Context: an optimization exercise on an open-source flow, tuned for small area. The choices shown serve that exercise and are no tape-out recipe.
Where RTL was checked, it was by simulation tests only, not by an equivalence proof against the original.
For runs 1, 2 and 4, only the layout was checked, not whether the RTL still works.
Power is estimated from default activity; no workload was simulated.

**flow/config.mk**
```make
export PLATFORM = sky130hd
export DESIGN_NAME = LEGLiteSingle
export DESIGN_NICKNAME = LEGLiteSingle
export VERILOG_FILES = /design/flow/design.v
export SDC_FILE = /design/flow/constraint.sdc
export NUM_CORES = 4
export LEC_CHECK = 0
export CAP_MARGIN = 10
export CORE_MARGIN = 2
export CORE_UTILIZATION = 50
export GPL_TIMING_DRIVEN = 0
export SLEW_MARGIN = 10
```
**flow/constraint.sdc**
```tcl
create_clock -name core_clock -period 12.0 [get_ports {clock}]
set_input_delay 2.4000 -clock core_clock [delete_from_list [all_inputs] [get_ports {clock}]]
set_output_delay 2.4000 -clock core_clock [all_outputs]
set_load 0.01 [all_outputs]
```
**flow/design.v**
```verilog
module Sel7(
	input  logic [3:0] pn,
	input  logic [1:0] qn,
	output logic [6:0] y
	);
always_comb
	for (int k = 0; k < 7; k = k + 1)
		y[k] = !(pn[k % 4] || qn[k / 4]);
endmodule
module Pre7(
	input  logic [2:0] a,
	input  logic en,
	output logic [3:0] pn,
	output logic [1:0] qn
	);
always_comb begin
	for (int j = 0; j < 4; j = j + 1)
		pn[j] = a[1:0] != j;
	qn[0] = !(en && !a[2]);
	qn[1] = !(en && a[2]);
end
endmodule
module RegFile(
	input  logic clock,
	input  logic [15:0] wdata,
	input  logic [2:0] waddr,
	input  logic write,
	input  logic [2:0] raddr_a,
	output logic [15:0] rdata_a,
	input  logic [2:0] raddr_b0,    
	input  logic [2:0] raddr_b1,    
	input  logic sel_b1,
	output logic [15:0] rdata_b
	);
logic [6:0][15:0] x;
logic [1:0][6:0] we, sa, sb;
logic [2:0] raddr_b;
assign raddr_b = sel_b1 ? raddr_b1 : raddr_b0;
logic [3:0] wpn, apn, bpn;
logic [1:0] wqn, aqn, bqn;
Pre7 wpre(.a(waddr), .en(write), .pn(wpn), .qn(wqn));
Pre7 apre(.a(raddr_a), .en(1'b1), .pn(apn), .qn(aqn));
Pre7 bpre(.a(raddr_b), .en(1'b1), .pn(bpn), .qn(bqn));
genvar h, k;
generate for (h = 0; h < 2; h = h + 1) begin : half
	Sel7 wdec(.pn(wpn), .qn(wqn), .y(we[h]));
	Sel7 adec(.pn(apn), .qn(aqn), .y(sa[h]));
	Sel7 bdec(.pn(bpn), .qn(bqn), .y(sb[h]));
	for (k = 0; k < 7; k = k + 1) begin : regs
		always_ff @(posedge clock)
			if (we[h][k]) x[k][8*h +: 8] <= wdata[8*h +: 8];
	end
	logic [55:0] ta, tb;    
	for (k = 0; k < 7; k = k + 1) begin : terms
		assign ta[8*k +: 8] = x[k][8*h +: 8] & {8{sa[h][k]}};
		assign tb[8*k +: 8] = x[k][8*h +: 8] & {8{sb[h][k]}};
	end
	assign rdata_a[8*h +: 8] = ta[7:0] | ta[15:8] | ta[23:16] | ta[31:24] |
	                           ta[39:32] | ta[47:40] | ta[55:48];
	assign rdata_b[8*h +: 8] = tb[7:0] | tb[15:8] | tb[23:16] | tb[31:24] |
	                           tb[39:32] | tb[47:40] | tb[55:48];
end endgenerate
endmodule
module ALU(
	input  logic [15:0] a,
	input  logic [15:0] b,
	input  logic sub,
	output logic [15:0] sum
	);
logic [15:0] bx;
logic [16:0] c;      
logic [15:0] s0;     
logic [15:7] p;      
assign bx = b ^ {16{sub}};
genvar i;
generate for (i = 0; i < 16; i = i + 1) begin : add
	logic ci;
	if (i == 0)      assign ci = sub;
	else if (i == 7) assign ci = 1'b0;
	else             assign ci = c[i];
	assign s0[i] = a[i] ^ bx[i] ^ ci;
	assign c[i+1] = (a[i] & bx[i]) | (a[i] & ci) | (bx[i] & ci);
	if (i == 7)     assign p[i] = 1'b1;
	else if (i > 7) assign p[i] = p[i-1] & s0[i-1];
end endgenerate
assign sum[6:0]  = s0[6:0];
assign sum[15:7] = s0[15:7] ^ (p & {9{c[7]}});
endmodule
module Control(
	input  logic [3:0] opcode,
	output logic is_ld,      
	output logic is_st,      
	output logic is_b,       
	output logic is_cbz,     
	output logic regwrite,   
	output logic ld_data,    
	output logic is_andi,    
	output logic sub,        
	output logic useimm,     
	output logic b_rt,       
	output logic b_keep      
	);
always_comb begin
	is_ld    = opcode == 4'd5;
	is_st    = opcode == 4'd6;
	is_b     = opcode == 4'd4;
	is_cbz   = opcode == 4'd7;
	regwrite = opcode == 4'd0 || opcode == 4'd1 || opcode == 4'd5 ||
	           opcode == 4'd8 || opcode == 4'd9 || opcode == 4'd10;
	ld_data  = opcode[2];
	is_andi  = opcode[3] & opcode[0];
	sub      = opcode[3] ? opcode[1] : (opcode[0] & ~opcode[2]);
	useimm   = opcode[3] ? ~opcode[0] : opcode[2];
	b_rt     = opcode[1];
	b_keep   = ~opcode[3] & ~opcode[2];
end
endmodule
module PCLogic(
	input  logic clock,
	input  logic reset,
	input  logic taken,
	input  logic [14:0] simm,
	output logic [14:0] pc
	);
logic [14:0] inc;
logic [14:0] nxt;
logic [15:0] c;
assign inc = taken ? simm : 15'd1;
assign c[0] = 1'b0;
genvar i;
generate for (i = 0; i < 15; i = i + 1) begin : add
	assign nxt[i] = pc[i] ^ inc[i] ^ c[i];
	assign c[i+1] = (pc[i] & inc[i]) | (pc[i] & c[i]) | (inc[i] & c[i]);
end endgenerate
always_ff @(posedge clock)
	if (reset) pc <= 15'd0;
	else       pc <= nxt;
endmodule
module LEGLiteSingle(
	iaddr,		 
	daddr,		 
	dwrite,		 
	dread,		 
	dwdata,		 
	alu_out,	 
	clock,
	idata,		 
	ddata,		 
	reset,
	probe
	);
output [15:0] iaddr;
output [15:0] daddr;
output dwrite;
output dread;
output [15:0] dwdata;
output [15:0] alu_out;
input clock;
input [15:0] idata;
input [15:0] ddata;
input reset;
output [15:0] probe;
wire [15:0] simm = {{10{idata[11]}}, idata[11:6]};
assign probe = simm;
wire is_ld, is_st, is_b, is_cbz, regwrite, ld_data, is_andi, sub, useimm, b_rt, b_keep;
Control ctrl(
	.opcode(idata[15:12]),
	.is_ld(is_ld), .is_st(is_st), .is_b(is_b), .is_cbz(is_cbz),
	.regwrite(regwrite), .ld_data(ld_data), .is_andi(is_andi), .sub(sub),
	.useimm(useimm), .b_rt(b_rt), .b_keep(b_keep)
	);
assign dread = is_ld;
assign dwrite = is_st;
wire [15:0] rda, rdb, wd;
RegFile rf(
	.clock(clock),
	.wdata(wd), .waddr(idata[2:0]), .write(regwrite),
	.raddr_a(idata[5:3]), .rdata_a(rda),
	.raddr_b0(idata[11:9]), .raddr_b1(idata[2:0]), .sel_b1(b_rt), .rdata_b(rdb)
	);
assign dwdata = rdb;
wire [15:0] amask = simm | {16{~is_andi}};
wire [15:0] opa = rda & amask;
wire [15:0] simmg = simm & {16{useimm}};
wire [15:0] opb = (rdb & {16{b_keep}}) | simmg;
wire [15:0] sum;
ALU alu(.a(opa), .b(opb), .sub(sub), .sum(sum));
assign daddr = sum;
assign alu_out = sum;
assign wd = ld_data ? ddata : sum;
wire zero = ~|opa;    
wire taken = is_b | (is_cbz & zero);
wire [14:0] pc;
PCLogic pcl(.clock(clock), .reset(reset), .taken(taken), .simm(simm[14:0]), .pc(pc));
assign iaddr = {pc, 1'b0};
endmodule
```
**flow/flow/run.sh**
```bash
#!/bin/bash
# Layout flow: the standard layout (standard.sh), except that synthesis maps
# the combinational logic with an area-oriented ABC script (flow/abc.script)
# and keeps the decoder stage Sel7 apart, so that its two copies per
# port stay.
# Registers, their names and cell types are as in the standard synthesis.
# The floorplan removes the buffers synthesis put on pass-through wires
# (REMOVE_ABC_BUFFERS); placement then buffers every port as usual.
set -euo pipefail
W=$(pwd)
F=$(cd "$(dirname "${BASH_SOURCE[0]}")" && pwd)

# ORFS's synth.tcl with the ABC script replaced
sed '/synth_preamble.tcl/a lset abc_args 1 '"$F"'/abc.script' \
    "$FLOW_HOME/scripts/synth.tcl" > "$W/area_synth.tcl"
grep -q "lset abc_args 1" "$W/area_synth.tcl"
# The standard flow's synthesis wrapper, sourcing the copy above
sed 's#source \$::env(SCRIPTS_DIR)/synth.tcl#source '"$W"'/area_synth.tcl#' \
    "$W/synth_recipe.tcl" > "$W/area_synth_recipe.tcl"
grep -q "area_synth.tcl" "$W/area_synth_recipe.tcl"
# standard.sh with that synthesis script
sed -E 's#SYNTH_SCRIPT=[^ ]+#SYNTH_SCRIPT='"$W"'/area_synth_recipe.tcl#' \
    "$W/standard.sh" > "$W/area_standard.sh"
grep -q "area_synth_recipe.tcl" "$W/area_standard.sh"

# port buffers: the smallest buffer; no dummy clock-tree loads
export BUFFER_PORTS_ARGS="-buffer_cell sky130_fd_sc_hd__buf_1"
export CTS_ARGS="-sink_clustering_enable -repair_clock_nets -dont_use_dummy_load -sink_clustering_size 8 -buf_list {sky130_fd_sc_hd__clkbuf_4} -root_buf sky130_fd_sc_hd__clkbuf_4"
# repair with small buffers (and upsizing) rather than 6x-16x buffers:
# the platform's don't-use cells plus the large buffers
DU=$(make -s -C "$FLOW_HOME" DESIGN_CONFIG="$W/config.mk" WORK_HOME="$W/orfs" print-DONT_USE_CELLS | sed -n 's/^DONT_USE_CELLS: //p')
[ -n "$DU" ]
DU="$DU sky130_fd_sc_hd__buf_6 sky130_fd_sc_hd__buf_8 sky130_fd_sc_hd__buf_12 sky130_fd_sc_hd__buf_16"
bash "$W/area_standard.sh" "DONT_USE_CELLS=$DU" "SYNTH_KEEP_MODULES=Sel7" REMOVE_ABC_BUFFERS=1 finish > "$W/make_finish.log" 2>&1 || { tail -50 "$W/make_finish.log"; exit 1; }
tail -5 "$W/make_finish.log"
```
**flow/flow/abc.script**
```
strash
&get -n
&fraig -x
&put
scorr
dc2
strash
&get -n
&dch -f
&nf -p -R 1000 -C 32
&put
```
**flow/standard.sh**
```bash
#!/bin/bash
# synth_recipe.tcl (not shown) runs the flow's synth.tcl, then flattens the netlist and writes it again
# the make line also repeats each setting of config.mk as NAME=value (left out here)
make -C /OpenROAD-flow-scripts/flow DESIGN_CONFIG=/design/flow/config.mk WORK_HOME=/design/flow/orfs CLKGATE_MAP_FILE= SYNTH_SCRIPT=/design/flow/synth_recipe.tcl "${@:-finish}"
```
==> summary.txt, run 1 <==
Overflow after GRT 0; largest net degree at the start of global routing 28; Critical Path RT about 9.6 ns; peak supply drop 90.6 uV; final std cells w/o fill 779; I/O pins ~120; Top FF cell, synth edfxtp_1; number of library cell types mapped by synthesis 34; Initial Util 0.518; root buffer selected by CTS clkbuf_4; unrepaired setup endpoints after global routing false; Max Slew Vio Count 0; Core ar. about 0.013 mm2; Post-Route WL a little under 20 mm; H-tree Lvls 4; Placement Cell Area about 0.0070 mm2; CTS Buf Count 17; Startpoint Class input pin; pre-CTS setup slack 0.130 ns; max-capacitance violation count 0; pwr dens 145 mW/mm2; clock latency (worst-skew pair) about 0.56 ns; Internal ~0.69 mW; Synth Area in Simple Gates 0.100; endpoints failing setup 0; Starting DRT DRC Count 891; die height roughly 120 um; GRT Util Overall 0.282; setup TNS 0 ns; via count around 5k; async set or reset register ratio after synthesis 0; Tot Pwr 1.03 mW; Seq/Total Area, Yosys 0.556; final hold slack 0.630 ns; synthesized area roughly 0.0066 mm2; HPWL after detailed placement ~13 mm; CTS tree done; combinational power share 0.295; DR WL/cell between 20 and 30 um; LEAKAGE 2.29 nW; actual slew at the worst max-slew pin roughly 1.1 ns; Core Util, Final 0.560; Hold Path Class flop to flop; initial antenna violation count 1; CTS clk-pin slew, worst paths around 0.09 ns; Clock Sink Count ~130; Clock Skews roughly 0.037 ns; Clk network pwr share 0.188; row cnt 41; number of post-CTS setup repair buffers 0; adder-cell share of the synthesized area 0.0848; main combinational cell family by area after synthesis compound AO/OA/AOI/OAI gates; Sw Share 0.332; first-pass GRT wire length 28.9 mm; CP Class input pin to primary output; Post-synth EDFFs around 110; cells after synthesis approximately 500; period utilization 0.961; Psw 0.343 mW; Post-Synthesis Mean Instance Area approximately 13 um2; first drt pass iteration count 8; synthesized flop and latch total about 130; DRC viols 0; Rel. slew slack 0.271; setup ws final 0.472 ns; Final Hold Fails 0; minimum clock period after layout 11.53 ns; IO buf count 114; Final ANT Viol Nets 0; status finished clean; Achievable Freq just under 90 MHz; # hold bufs at CTS 0; Critical Path End Type primary output; Vias per Instance between 6 and 7; post-synthesis compound-gate area fraction 0.153; # placed instances roughly 760; final instance area between 0.007 and 0.008 mm2; clk buf depth 2; Filler cells around 1.1k; yosys warns 5; post-layout net count about 670; mux cell area share after synthesis 0.0268; Seq pwr share 0.517; gp weighted congestion 0.872; share of layout cells above drive strength 1 0.0363; full die area about 0.014 mm2; Post-Synth XOR/XNOR Area 0.0346; CP max FO 11; Horiz. Die Dim about 120 um; vias in the first global route 5019; crit path DAT roughly 9 ns; Area growth syn-to-layout 8.19%
## cell families after synthesis
group                    count (synthesis)
other                                    1
AO/OA/AOI/OAI                          129
buffers and inverters                   43
flip-flops                             127
XOR/XNOR                                26
multiplexers                            16
adder cells (fa/ha/maj)                 29
AND/OR/NAND/NOR                        137
## power by group through the flow
stage                     sequential [mW]  combinational [mW]  clock, mW
after floorplan                     0.541               0.186          0
after global placement              0.542               0.297          0
after detailed placement            0.542               0.302          0
after CTS                           0.532               0.304      0.198
after global routing                0.534               0.332      0.216
final                               0.533               0.304      0.194
## worst paths after layout
check | start | end | slack (ns) | cells past startpoint
worst max-delay path | idata[13] | daddr[15] | 0.47 | 21
worst min-delay path | pcl.pc[0] | pcl.pc[0] | 0.63 | 2
worst max register to register | rf.x[78] | pcl.pc[14] | 3.62 | 24
worst min register to register | pcl.pc[0] | pcl.pc[0] | 0.63 | 2
## worst max-delay path, cell delays in order
cell and delay, ns:
buf_1 0.45, mux2_1 0.41, clkinv_1 0.23, nor2_1 0.70
a222oi_1 0.20, nand3_1 0.20, a21oi_1 0.10, xnor2_1 0.18
ha_1 0.25, fa_1 0.45, fa_1 0.46, fa_1 0.45
fa_1 0.40, fa_1 0.41, fa_1 0.43, fa_1 0.41
xor2_1 0.18, xnor2_1 0.18, xnor2_1 0.15, xnor2_1 0.28
buf_1 0.20
## state kept, by name, indices dropped and copies added (netlist names)
register and count:
rf.x 112, pcl.pc 15
## cell usage after synthesis (14+ instances only)
cell type	number	area share
buf_4	33	0.038
nor2_1	46	0.026
a22oi_1	46	0.052
a222oi_1	44	0.067
a21oi_1	14	0.011
edfxtp_1	112	0.51
xnor2_1	20	0.027
dfxtp_1	15	0.046
nand2_1	27	0.015
nand3_1	22	0.017
nor2b_1	22	0.021
fa_1	26	0.079
## metal layers
layer  wire [um]  track usage
met5           0            0
met4         772        0.156
met3        1830       0.0681
met2        9400        0.449
met1        7540        0.353
## per-module statistics from Yosys, one instance, submodules excluded
module	cells inside	flip-flops and latches	times used
LEGLiteSingle	466	127	1
Sel7	7	0	6
## timing repair
item,4_1_cts,5_1_grt
resized for setup,0,1
endpoints found under the setup margin,0,2
endpoints found under the hold margin,0,0
## cell type report
class	instances	area, um2	share of cell area
Sequential cell	127	3660	0.514
Multi-Input combinational cell	338	2650	0.372
Timing Repair Buffer	114	429	0.0602
Tap cell	172	215	0.0302
Clock buffer	17	128	0.0179
Inverter	10	37.5	0.00527
Antenna cell	1	2.50	0.000351
## placed cells by master, fill, tap and decap left out, types with 10 or more instances in the layout
master	count
nand3_1	22
a222oi_1	44
clkinv_1	10
a31oi_1	10
nand2_1	27
edfxtp_1	112
fa_1	26
dfxtp_1	15
nor2b_1	21
clkbuf_4	17
xnor2_1	20
nor2_1	44
a21oi_1	14
o21ai_0	10
a22oi_1	45
mux2_1	13
buf_1	113
==> inputs of run 2 (changes only) <==
--- a/flow/design.v
+++ b/flow/design.v
@@ -71,19 +71,24 @@
 logic [16:0] c;      
 logic [15:0] s0;     
-logic [15:7] p;      
+logic [15:0] p;      
+logic cm, ch;        
 assign bx = b ^ {16{sub}};
 genvar i;
 generate for (i = 0; i < 16; i = i + 1) begin : add
 	logic ci;
-	if (i == 0)      assign ci = sub;
-	else if (i == 7) assign ci = 1'b0;
-	else             assign ci = c[i];
+	if (i == 0)                   assign ci = sub;
+	else if (i == 8 || i == 12) assign ci = 1'b0;
+	else                          assign ci = c[i];
 	assign s0[i] = a[i] ^ bx[i] ^ ci;
 	assign c[i+1] = (a[i] & bx[i]) | (a[i] & ci) | (bx[i] & ci);
-	if (i == 7)     assign p[i] = 1'b1;
-	else if (i > 7) assign p[i] = p[i-1] & s0[i-1];
+	if (i == 8 || i == 12) assign p[i] = 1'b1;
+	else if (i > 8)       assign p[i] = p[i-1] & s0[i-1];
+	else                   assign p[i] = 1'b0;
 end endgenerate
-assign sum[6:0]  = s0[6:0];
-assign sum[15:7] = s0[15:7] ^ (p & {9{c[7]}});
+assign cm = c[8];
+assign ch = c[12] | (cm & p[11] & s0[11]);
+assign sum[7:0]   = s0[7:0];
+assign sum[11:8]  = s0[11:8]  ^ (p[11:8]  & {4{cm}});
+assign sum[15:12] = s0[15:12] ^ (p[15:12] & {4{ch}});
 endmodule
 module Control(
==> summary.txt, run 2 <==
synthesized area 0.00658 mm2 (about the same); biggest regs rf.x: 112 flops, pcl.pc: 15 flops; share of layout cells above drive strength 1 0.0345 (-0.00182); top area cells in the synthesized netlist edfxtp_1, fa_1, a222oi_1; Seq/Total Area, Yosys 0.557 (about the same); DR WL/cell 25.1 um (-0.16%); Horiz. Die Dim 119 um (about the same); most frequent cells in the layout buf_1, edfxtp_1, a22oi_1; ANT cells 0 (-1); Startpoint Class input pin; leading cell type in the layout, fill and taps excluded buf_1; cells after synthesis 510 (+0.39%); max FFs per register 112 (unchanged); die height 119 um (about the same); combinational power share 0.291 (-0.004); post-layout net count 676 (+0.75%); Synth Area in Simple Gates 0.0981 (-0.00221); # hold bufs at CTS 0 (unchanged); Clk network pwr share 0.190 (+0.002); Psw 0.342 mW (-0.27%); top post-synthesis cells by count edfxtp_1, a22oi_1, nor2_1; yosys warns 5 (unchanged); final instance area 0.00712 mm2 (-0.11%); Reg with most FFs rf.x; HPWL after detailed placement 13.2 mm (-0.50%); CP delay by family, top adder cells; Yosys top cell area share 0.511 (about the same); full die area 0.0141 mm2 (about the same); CP max FO 15 (+4); minimum clock period after layout 11.64 ns (+0.113 ns); Starting DRT DRC Count 850 (-4.6%); Max Slew Vio Count 0 (unchanged); Final ANT Viol Nets 0 (unchanged); number of post-CTS setup repair buffers 0 (unchanged); period utilization 0.970 (+0.00941); peak supply drop 81.9 uV (-9.7%); adder-cell share of the synthesized area 0.0875 (+0.00273); Critical path buffers and inverters 4 (+1); clock latency (worst-skew pair) 0.56 ns (about the same); Placement Cell Area 0.00699 mm2 (about the same); Clock Sink Count 127 (unchanged); Area growth syn-to-layout 8.16% (about the same); CTS tree done; setup ws final 0.359 ns (-0.113 ns); Synth area leader edfxtp_1; Clock Skews 0.0344 ns (-0.00280 ns); initial antenna violation count 0 (-1); max-capacitance violation count 0 (unchanged); Critical Path End Type primary output; Critical Path RT 9.60 ns (about the same); Post-Synthesis Mean Instance Area 12.9 um2 (-0.47%); Vias per Instance 6.58 (+1.3%); H-tree Lvls 4 (unchanged); Achievable Freq 85.9 MHz (-0.97%); largest net degree at the start of global routing 29 (+3.6%); Seq pwr share 0.519 (+0.002); vias in the first global route 4910 (-2.2%); Post-synth EDFFs 112 (unchanged); Rel. slew slack 0.250 (-0.0204); pwr dens 145 mW/mm2 (-0.16%); first-pass GRT wire length 29.4 mm (+1.5%); root buffer selected by CTS clkbuf_4; IO buf count 114 (unchanged); endpoints failing setup 0 (unchanged); Final Hold Fails 0 (unchanged); row cnt 41 (unchanged); Internal 0.687 mW (-0.27%); CP max stage delay 0.74 ns (+0.04 ns); CTS Buf Count 17 (unchanged); crit path DAT 9.24 ns (+0.11 ns); Worst path slowest cell nor2_1; DRC viols 0 (unchanged); clk buf depth 2 (unchanged); final hold slack 0.603 ns (-0.0264 ns); GRT Util Overall 0.286 (+0.00459); I/O pins 116 (unchanged); CTS clk-pin slew, worst paths 0.08 ns (about the same); Worst path most repeated cell fa_1; first drt pass iteration count 9 (+1); gp weighted congestion 0.862 (-1.1%); Top FF cell, synth edfxtp_1; post-synthesis compound-gate area fraction 0.156 (+0.00297); via count 5141 (+1.5%); synthesized flop and latch total 127 (unchanged); main combinational cell family by area after synthesis compound AO/OA/AOI/OAI gates; Post-Route WL 19.6 mm (about the same); unrepaired setup endpoints after global routing false; Initial Util 0.517 (about the same); Filler cells 1148 (+0.88%); most common cell in the netlist edfxtp_1; pre-CTS setup slack 0.243 ns (+0.113 ns); Overflow after GRT 0 (unchanged); async set or reset register ratio after synthesis 0 (unchanged); CTS resizes 0 (unchanged); mux cell area share after synthesis 0.0251 (-0.00169); actual slew at the worst max-slew pin 1.12 ns (+0.0306 ns); Core ar. 0.0127 mm2 (unchanged); number of library cell types mapped by synthesis 33 (-2.9%); Hold Path Class flop to flop; status finished clean; Core Util, Final 0.559 (-0.000590); Tot Pwr 1.03 mW (-0.27%); Post-Synth XOR/XNOR Area 0.0306 (-0.00397); CP Class input pin to primary output; Sw Share 0.332 (about the same); LEAKAGE 2.30 nW (+0.56%)
==> run 2: cell types whose count changed after synthesis, moves of 2 or more <==
| cell | change |
|---|---|
| xnor2_1 | -2 |
| or4_1 | +2 |
| nor2_1 | +2 |
| nand3_1 | -2 |
| ha_1 | +3 |
| a22oi_1 | +2 |
| nor2b_1 | -3 |
| clkinv_1 | +3 |
==> run 2: area by class of cell <==
type | instances | area, um2 | area share
multi-input cells | 337 | 2620 | 0.369
inverters | 13 | 48.8 | 0.00686
flip-flops and latches | 127 | 3660 | 0.515
clock buffers | 17 | 128 | 0.0179
repair buffers | 115 | 437 | 0.0614
well taps | 172 | 215 | 0.0302
==> run 2: final timing paths <==
check	startpoint	endpoint	slack, ns	cells after the start
worst max-delay path	idata[11]	daddr[15]	0.36	25
worst min-delay path	pcl.pc[0]	pcl.pc[0]	0.60	2
worst max register to register	rf.x[78]	pcl.pc[14]	3.27	25
worst min register to register	pcl.pc[0]	pcl.pc[0]	0.60	2
==> run 2: layer usage <==
layer  global-route usage  wire, um
met2                0.454      9220
met5                    0         0
met1                0.366      7440
met4                0.124       728
met3               0.0845      2170
==> run 2: worst register-to-register path, cell delays in order (launching register included) <==
cell and delay (ns):
edfxtp_1 0.42, a222oi_1 0.38, a31oi_1 0.27, or4_1 0.55
nor2_1 0.13, nand4_1 0.18, o41ai_1 0.39, nand4b_1 0.31
or2_0 0.31, ha_1 0.20, fa_1 0.39, fa_1 0.40
fa_1 0.40, fa_1 0.39, fa_1 0.39, fa_1 0.39
fa_1 0.39, fa_1 0.39, fa_1 0.38, fa_1 0.39
fa_1 0.39, fa_1 0.39, fa_1 0.39, xor2_1 0.18
o21bai_1 0.13, a21oi_1 0.06
==> run 2: power by group through the flow <==
stage               sequential, mW  clock [mW]  combinational, mW
finish                       0.533       0.196              0.299
global route                 0.535       0.222              0.327
CTS                          0.533       0.201              0.298
detailed placement           0.543           0              0.295
global placement             0.543           0              0.291
floorplan                    0.542           0              0.182
==> run 2: stage by stage <==
stage | setup TNS [ns] | std cells
3_3_place_gp | -3.56 | 763
4_1_cts | 0 | 781
6_report | 0 | 781
2_1_floorplan | 0 | 477
3_5_place_dp | 0 | 764
5_1_grt | 0 | 781
==> run 2: cell families after synthesis <==
group	after synthesis
AO/OA/AOI/OAI	131
buffers and inverters	46
other	1
multiplexers	15
AND/OR/NAND/NOR	136
XOR/XNOR	23
adder cells (fa/ha/maj)	31
flip-flops	127
==> run 2: Yosys stat by module (local to each module, per instance) <==
module	cells inside	copies in the design
LEGLiteSingle	468	1
Sel7	7	6
==> inputs of run 3 (changes only) <==
--- a/flow/design.v
+++ b/flow/design.v
@@ -78,16 +78,16 @@
 	logic ci;
 	if (i == 0)                   assign ci = sub;
-	else if (i == 8 || i == 12) assign ci = 1'b0;
+	else if (i == 7 || i == 12) assign ci = 1'b0;
 	else                          assign ci = c[i];
 	assign s0[i] = a[i] ^ bx[i] ^ ci;
 	assign c[i+1] = (a[i] & bx[i]) | (a[i] & ci) | (bx[i] & ci);
-	if (i == 8 || i == 12) assign p[i] = 1'b1;
-	else if (i > 8)       assign p[i] = p[i-1] & s0[i-1];
+	if (i == 7 || i == 12) assign p[i] = 1'b1;
+	else if (i > 7)       assign p[i] = p[i-1] & s0[i-1];
 	else                   assign p[i] = 1'b0;
 end endgenerate
-assign cm = c[8];
+assign cm = c[7];
 assign ch = c[12] | (cm & p[11] & s0[11]);
-assign sum[7:0]   = s0[7:0];
-assign sum[11:8]  = s0[11:8]  ^ (p[11:8]  & {4{cm}});
+assign sum[6:0]   = s0[6:0];
+assign sum[11:7]  = s0[11:7]  ^ (p[11:7]  & {5{cm}});
 assign sum[15:12] = s0[15:12] ^ (p[15:12] & {4{ch}});
 endmodule
==> summary.txt, run 3 <==
biggest regs rf.x: 112 flops, pcl.pc: 15 flops; final instance area 0.00710 mm2 (-0.16%); async set or reset register ratio after synthesis 0 (unchanged); pre-CTS setup slack 0.695 ns (+0.452 ns); Critical Path End Type primary output; vias in the first global route 5095 (+3.8%); most common cell in the netlist edfxtp_1; Post-Synthesis Mean Instance Area 13.0 um2 (+0.73%); Filler cells 1108 (-3.5%); DRC viols 0 (unchanged); first drt pass iteration count 9 (unchanged); initial antenna violation count 0 (unchanged); Internal 0.689 mW (+0.35%); synthesized flop and latch total 127 (unchanged); Reg with most FFs rf.x; setup TNS 0 ns (unchanged); clock latency (worst-skew pair) 0.54 ns (-0.02 ns); peak supply drop 81.0 uV (-0.99%); Critical Path RT 9.60 ns (about the same); Synth area leader edfxtp_1; setup ws final 0.653 ns (+0.294 ns); number of post-CTS setup repair buffers 0 (unchanged); DR WL/cell 24.7 um (-1.5%); status finished clean; Post-synth EDFFs 112 (unchanged); max FFs per register 112 (unchanged); ANT cells 0 (unchanged); period utilization 0.946 (-0.0245); H-tree Lvls 4 (unchanged); post-layout net count 671 (-0.74%); Sw Share 0.327 (-0.00492); minimum clock period after layout 11.35 ns (-0.294 ns); combinational power share 0.293 (+0.002); CTS clk-pin slew, worst paths 0.08 ns (about the same); Psw 0.335 mW (-1.9%); Max Slew Vio Count 0 (unchanged); Final Hold Fails 0 (unchanged); Vias per Instance 6.57 (-0.26%); most frequent cells in the layout buf_1, edfxtp_1, nor2_1; Core ar. 0.0127 mm2 (unchanged); CTS tree done; Clock Sink Count 127 (unchanged); CP Class input pin to primary output; Top FF cell, synth edfxtp_1; # hold bufs at CTS 0 (unchanged); synthesized area 0.00658 mm2 (about the same); cells after synthesis 506 (-0.78%); Post-Route WL 19.2 mm (-2.1%); Placement Cell Area 0.00697 mm2 (-0.16%); r2r setup slk 3.83 ns (+0.56 ns); Hold Path Class flop to flop; yosys warns 5 (unchanged); Horiz. Die Dim 119 um (about the same); Area growth syn-to-layout 8.05%; Seq/Total Area, Yosys 0.557 (about the same); top post-synthesis cells by count edfxtp_1, nor2_1, a222oi_1; CP max stage delay 0.68 ns (-0.06 ns); CTS resizes 0 (unchanged); top area cells in the synthesized netlist edfxtp_1, fa_1, a222oi_1; Clk network pwr share 0.186 (-0.004); I/O pins 116 (unchanged); Clock Skews 0.0262 ns (-0.00819 ns); crit-path cells buf_1 -> mux2_1 -> clkinv_1 -> nor2_1 -> a222oi_1 -> nand3_1 -> a22o_1 -> mux2i_1 -> fa_1 -> fa_1 -> fa_1 -> fa_1 -> fa_1 -> clkinv_1 -> fa_1 -> nand4_1 -> nor2b_1 -> ha_1 -> or2_0 -> nand3_1 -> nor2b_1 -> xnor2_1 -> xnor2_1 -> buf_1; gp weighted congestion 0.920 (+6.7%); CP max FO 11 (-4); Final ANT Viol Nets 0 (unchanged); Worst path most repeated cell fa_1; Yosys top cell area share 0.512 (about the same); Startpoint Class input pin; CTS Buf Count 17 (unchanged); actual slew at the worst max-slew pin 1.10 ns (-0.0162 ns); Seq pwr share 0.521 (+0.002); leading cell type in the layout, fill and taps excluded buf_1; Starting DRT DRC Count 995 (+17%); Rel. slew slack 0.261 (+0.0108); root buffer selected by CTS clkbuf_4; GRT Util Overall 0.278 (-0.00874); max-capacitance violation count 0 (unchanged); die height 119 um (about the same); Achievable Freq 88.1 MHz (+2.6%); largest net degree at the start of global routing 27 (-6.9%); unrepaired setup endpoints after global routing false; Worst path slowest cell nor2_1; via count 5095 (-0.89%); share of layout cells above drive strength 1 0.0331 (-0.00137); full die area 0.0141 mm2 (about the same); Core Util, Final 0.558 (-0.000885); Overflow after GRT 0 (unchanged); pwr dens 144 mW/mm2 (-0.22%); LEAKAGE 2.29 nW (-0.32%); HPWL after detailed placement 13.3 mm (+0.47%); endpoints failing setup 0 (unchanged); crit path DAT 8.95 ns (-0.29 ns); first-pass GRT wire length 29.0 mm (-1.3%); IO buf count 114 (unchanged); number of library cell types mapped by synthesis 33 (unchanged); row cnt 41 (unchanged); Initial Util 0.517 (about the same); clk buf depth 2 (unchanged)
run 3: worst max-delay path, delay by kind of cell:
kind / cells / cell delay [ns]
and+or+nand+nor: 7 / 1.84
xor gates and xnor gates: 2 / 0.35
AOI/OAI and AO/OA: 2 / 0.46
adders and majority gates: 7 / 2.42
muxes: 2 / 0.54
buffers and inverters: 4 / 0.94
run 3: Yosys stat by module, one instance, submodules excluded:
| module | area (um2) | cells inside | flops+latches |
|---|---|---|---|
| LEGLiteSingle | 6420 | 464 | 127 |
| Sel7 | 26.3 | 7 | 0 |
run 3: power by group through the flow:
stage	Sequential [mW]	Combinational (mW)	Clock, mW
floorplan	0.542	0.185	0
finish	0.534	0.301	0.190
detailed placement	0.543	0.299	0
global placement	0.543	0.294	0
global route	0.535	0.329	0.215
CTS	0.533	0.301	0.196
run 3: kinds of logic (layout without fill, tap and decap cells):
logic type               count (synthesis)  in the layout  synth area share
AND/OR/NAND/NOR                        138            138             0.100
multiplexers                            17             17            0.0285
AO/OA/AOI/OAI                          125            125             0.150
buffers and inverters                   42            140            0.0428
flip-flops                             127            127             0.557
other                                    1              1          0.000570
XOR/XNOR                                25             25            0.0333
adder cells (fa/ha/maj)                 31             31            0.0875
run 3: cell type report:
| type | instances | area, um2 | area share |
|---|---|---|---|
| Timing Repair Buffer | 114 | 429 | 0.0604 |
| Multi-Input combinational cell | 337 | 2640 | 0.371 |
| Inverter | 9 | 33.8 | 0.00476 |
| Sequential cell | 127 | 3660 | 0.516 |
| Tap cell | 172 | 215 | 0.0303 |
| Clock buffer | 17 | 128 | 0.0180 |
run 3: final timing paths:
check,depth (start not counted),from,end
worst max-delay path,24,idata[13],alu_out[15]
worst min register to register,2,pcl.pc[0],pcl.pc[0]
worst min-delay path,2,pcl.pc[0],pcl.pc[0]
worst max register to register,24,rf.x[30],pcl.pc[14]
run 3: metrics by stage:
| step | hold slack (ns) | total power [mW] | std cells |
|---|---|---|---|
| floorplan | 0.629 | 0.727 | 473 |
| global placement | 0.576 | 0.837 | 759 |
| detailed placement | 0.606 | 0.843 | 759 |
| CTS | 0.620 | 1.03 | 776 |
| global route | 0.659 | 1.08 | 776 |
| finish | 0.626 | 1.02 | 776 |
run 3: routing by layer:
| metal | up-vias | global-route usage | routed length (um) |
|---|---|---|---|
| met4 | 0 | 0.137 | 658 |
| met3 | 66 | 0.0531 | 1670 |
| met5 | - | 0 | 0 |
| met1 | 2494 | 0.360 | 7470 |
| met2 | 350 | 0.447 | 9350 |
| li1 | 2185 | - | - |
==> inputs of run 4 (changes only) <==
--- a/flow/design.v
+++ b/flow/design.v
@@ -34,5 +34,6 @@
 	);
 logic [6:0][15:0] x;
-logic [1:0][6:0] we, sa, sb;
+logic [6:0] we;
+logic [1:0][6:0] sa, sb;
 logic [2:0] raddr_b;
 assign raddr_b = sel_b1 ? raddr_b1 : raddr_b0;
@@ -42,12 +43,12 @@
 Pre7 apre(.a(raddr_a), .en(1'b1), .pn(apn), .qn(aqn));
 Pre7 bpre(.a(raddr_b), .en(1'b1), .pn(bpn), .qn(bqn));
+Sel7 wdec(.pn(wpn), .qn(wqn), .y(we));
 genvar h, k;
 generate for (h = 0; h < 2; h = h + 1) begin : half
-	Sel7 wdec(.pn(wpn), .qn(wqn), .y(we[h]));
 	Sel7 adec(.pn(apn), .qn(aqn), .y(sa[h]));
 	Sel7 bdec(.pn(bpn), .qn(bqn), .y(sb[h]));
 	for (k = 0; k < 7; k = k + 1) begin : regs
 		always_ff @(posedge clock)
-			if (we[h][k]) x[k][8*h +: 8] <= wdata[8*h +: 8];
+			if (we[k]) x[k][8*h +: 8] <= wdata[8*h +: 8];
 	end
 	logic [55:0] ta, tb;    
--- a/flow/flow/run.sh
+++ b/flow/flow/run.sh
@@ -2,6 +2,6 @@
 # Layout flow: the standard layout (standard.sh), except that synthesis maps
 # the combinational logic with an area-oriented ABC script (flow/abc.script)
-# and keeps the decoder stage Sel7 apart, so that its two copies per
-# port stay.
+# and keeps the decoder stage Sel7 apart, so that the two copies of each read
+# select decoder stay.
 # Registers, their names and cell types are as in the standard synthesis.
 # The floorplan removes the buffers synthesis put on pass-through wires
==> summary.txt, run 4 <==
Placement Cell Area 0.00703 mm2 (+0.79%); CP max stage delay 0.79 ns (+0.11 ns); IO buf count 114 (unchanged); Tot Pwr 1.03 mW (+0.23%); DRC viols 0 (unchanged); Initial Util 0.515 (-0.00207); Final Hold Fails 0 (unchanged); Critical Path RT 9.60 ns (about the same); Area growth syn-to-layout 9.32%; Startpoint Class input pin; DR WL/cell 24.9 um (+0.88%); cells after synthesis 499 (-1.4%); Synth area leader edfxtp_1; post-layout net count 671 (unchanged); Critical path buffers and inverters 3 (-1); Yosys top cell area share 0.514 (+0.00205); final std cells w/o fill 776 (unchanged); CTS tree done; clk buf depth 2 (unchanged); via count 5078 (-0.33%); vias in the first global route 5025 (-1.4%); FF-to-FF Start rf.x[11]; Starting DRT DRC Count 989 (-0.60%); HPWL after detailed placement 13.2 mm (-0.75%); Worst path most repeated cell fa_1; CP delay by family, top adder cells; endpoints failing setup 0 (unchanged); GRT Util Overall 0.281 (+0.00356); peak supply drop 95.9 uV (+18%); Post-Synthesis Mean Instance Area 13.1 um2 (+1.0%); synthesized area 0.00655 mm2 (-0.40%); Top Metal Used met4; Worst Hold Path EP pcl.pc[0]; # hold bufs at CTS 0 (unchanged); Max Slew Vio Count 0 (unchanged); ANT cells 0 (unchanged); Horiz. Die Dim 118 um (-0.19%); min-delay src pcl.pc[0]; Rel. slew slack 0.270 (+0.00843); Worst path slowest cell nor2_1; die height 118 um (-0.19%); Post-Route WL 19.3 mm (+0.88%); Clock Skews 0.0372 ns (+0.0110 ns); async set or reset register ratio after synthesis 0 (unchanged); gp weighted congestion 0.880 (-4.3%); r2r setup slk 3.66 ns (-0.17 ns); full die area 0.0140 mm2 (-0.39%); Final ANT Viol Nets 0 (unchanged); first-pass GRT wire length 29.0 mm (about the same); setup TNS 0 ns (unchanged); max-capacitance violation count 0 (unchanged); crit-path cells buf_1 -> mux2_1 -> nor2_1 -> a222oi_1 -> nand3_1 -> a22oi_1 -> xnor2_1 -> fa_1 -> fa_1 -> fa_1 -> fa_1 -> fa_1 -> clkinv_1 -> fa_1 -> nand4_1 -> nor2b_1 -> ha_1 -> or2_0 -> nand3_1 -> nor2b_1 -> xnor2_1 -> xnor2_1 -> buf_1; CTS clk-pin slew, worst paths 0.07 ns (about the same); Seq/Total Area, Yosys 0.559 (+0.00224); crit path DAT 8.73 ns (-0.22 ns); Core ar. 0.0127 mm2 (unchanged); root buffer selected by CTS clkbuf_4; Critical Path End Type primary output; period utilization 0.928 (-0.0179); actual slew at the worst max-slew pin 1.09 ns (-0.0126 ns); Top FF cell, synth edfxtp_1; max FFs per register 112 (unchanged); CP Class input pin to primary output; H-tree Lvls 4 (unchanged); most common cell in the netlist edfxtp_1; I/O pins 116 (unchanged); Overflow after GRT 0 (unchanged); CTS Buf Count 17 (unchanged); Hold Path Class flop to flop; WL met2 9.06 mm (-3.2%); Vias per Instance 6.54 (-0.33%); clock latency (worst-skew pair) 0.53 ns (about the same); initial antenna violation count 0 (unchanged); RR Endpoint pcl.pc[14]; number of post-CTS setup repair buffers 0 (unchanged); yosys warns 5 (unchanged); LEAKAGE 2.33 nW (+1.5%); Hold Path Depth 2 (unchanged); status finished clean; Post-synth EDFFs 112 (unchanged); row cnt 41 (unchanged); R2R depth 24 (unchanged); CTS resizes 0 (unchanged); first drt pass iteration count 9 (unchanged); M1 WL 7.55 mm (+1.1%); top post-synthesis cells by count edfxtp_1, a222oi_1, a22oi_1; Achievable Freq 89.8 MHz (+1.9%); pwr dens 143 mW/mm2 (-0.54%); most frequent cells in the layout buf_1, edfxtp_1, a222oi_1; share of layout cells above drive strength 1 0.0563 (+0.0232); met3 wire length 2.29 mm (+37%); biggest regs rf.x: 112 flops, pcl.pc: 15 flops; number of library cell types mapped by synthesis 33 (unchanged); # placed instances 759 (unchanged); Clock Sink Count 127 (unchanged); top area cells in the synthesized netlist edfxtp_1, fa_1, a222oi_1; largest net degree at the start of global routing 27 (unchanged); synthesized flop and latch total 127 (unchanged); Core Util, Final 0.563 (+0.00433); leading cell type in the layout, fill and taps excluded buf_1; final instance area 0.00716 mm2 (+0.78%); minimum clock period after layout 11.13 ns (-0.215 ns); Reg with most FFs rf.x; unrepaired setup endpoints after global routing false; CP max FO 11 (unchanged)
-- run 4: cell count changes after synthesis --
cell    change
nor2_1      -7
-- run 4: cell families (layout without fill, tap and decap cells) --
family	count (synthesis)	in the layout	synth area share
flip-flops	127	127	0.559
buffers and inverters	42	147	0.0430
other	1	1	0.000573
AO/OA/AOI/OAI	125	125	0.150
adder cells (fa/ha/maj)	31	31	0.0879
XOR/XNOR	25	25	0.0334
AND/OR/NAND/NOR	131	131	0.0967
multiplexers	17	17	0.0287
-- run 4: layout make-up --
class                   instances  area [um2]
fillers                      1127        5560
flip-flops and latches        127        3660
multi-input cells             330        2630
repair buffers                121         493
well taps                     172         215
clock buffers                  17         128
inverters                       9        33.8
-- run 4: how the worst max path moves through the flow --
stage,depth (start not counted),end,start
final,23,daddr[15],idata[13]
after CTS,24,daddr[15],idata[13]
after detailed placement,26,pcl.pc[14],idata[12]
after floorplan,22,alu_out[15],idata[13]
after global routing,24,daddr[15],idata[13]
after global placement,17,daddr[15],idata[14]
-- run 4: tightest hold or removal path, cell delays in order (launching register included) --
cell     delay, ns
dfxtp_1       0.33
ha_1          0.12
nor2b_1       0.11
-- run 4: per-layer routing --
layer / track usage / vias to the layer above
met5: 0 / -
met4: 0.128 / 0
met3: 0.0787 / 46
met2: 0.436 / 368
met1: 0.369 / 2493
li1: - / 2171
-- run 4: where the power goes --
part	switching, mW	internal [mW]	leakage, nW	total (mW)
Combinational	0.202	0.100	1.11	0.302
Clock	0.126	0.0645	0.0782	0.191
Sequential	0.00780	0.526	1.14	0.533
Total	0.336	0.690	2.33	1.03
-- run 4: Yosys stat by module, one instance, submodules excluded --
module / cells / flops+latches / copies in the design / cell area, um2
LEGLiteSingle: 464 / 127 / 1 / 6420
Sel7: 7 / 0 / 5 / 26.3
-- run 4: stage by stage --
stage          hold slack [ns]  setup slack, ns
2_1_floorplan            0.629             2.28
3_3_place_gp             0.572            0.208
3_5_place_dp             0.588            0.694
4_1_cts                  0.606            0.948
5_1_grt                  0.652            0.457
6_report                 0.596            0.869

what the ideal ports hide:
Ports are ideal in the flow. The routed layouts listed here were re-timed in OpenROAD. Step 1 (the two cells are an assumption about what drives the block):
set clk [get_ports {clock}]
set_driving_cell -lib_cell sky130_fd_sc_hd__clkbuf_16 $clk
set_driving_cell -lib_cell sky130_fd_sc_hd__buf_2 [delete_from_list [all_inputs] $clk]
Step 2 also shifts input and output timing later by t, the mid clock arrival at the registers, as if the neighbouring blocks saw the same clock. a / b / c = no drivers / after step 1 / after step 2; a / b = the first two.
run | t, ns | slack for setup (ns) | worst register clock-pin slew, ns | worst data-port slew with drivers (ns) | cell pins on the clock port's net
run 1 | 0.578 | 0.472 / 0.437 / 0.437 | 0.12 / 0.12 | 0.04 | 1
run 2 | 0.579 | 0.359 / 0.329 / 0.222 | 0.12 / 0.12 | 0.04 | 1
run 3 | 0.556 | 0.653 / 0.630 / 0.630 | 0.10 / 0.10 | 0.04 | 1
run 4 | 0.552 | 0.869 / 0.827 / 0.584 | 0.11 / 0.11 | 0.06 | 1
After both steps every run listed still meets setup and hold. For run 4, which loses most, drivers alone change the setup slack by -0.042 ns; drivers and shift together by -0.285 ns.
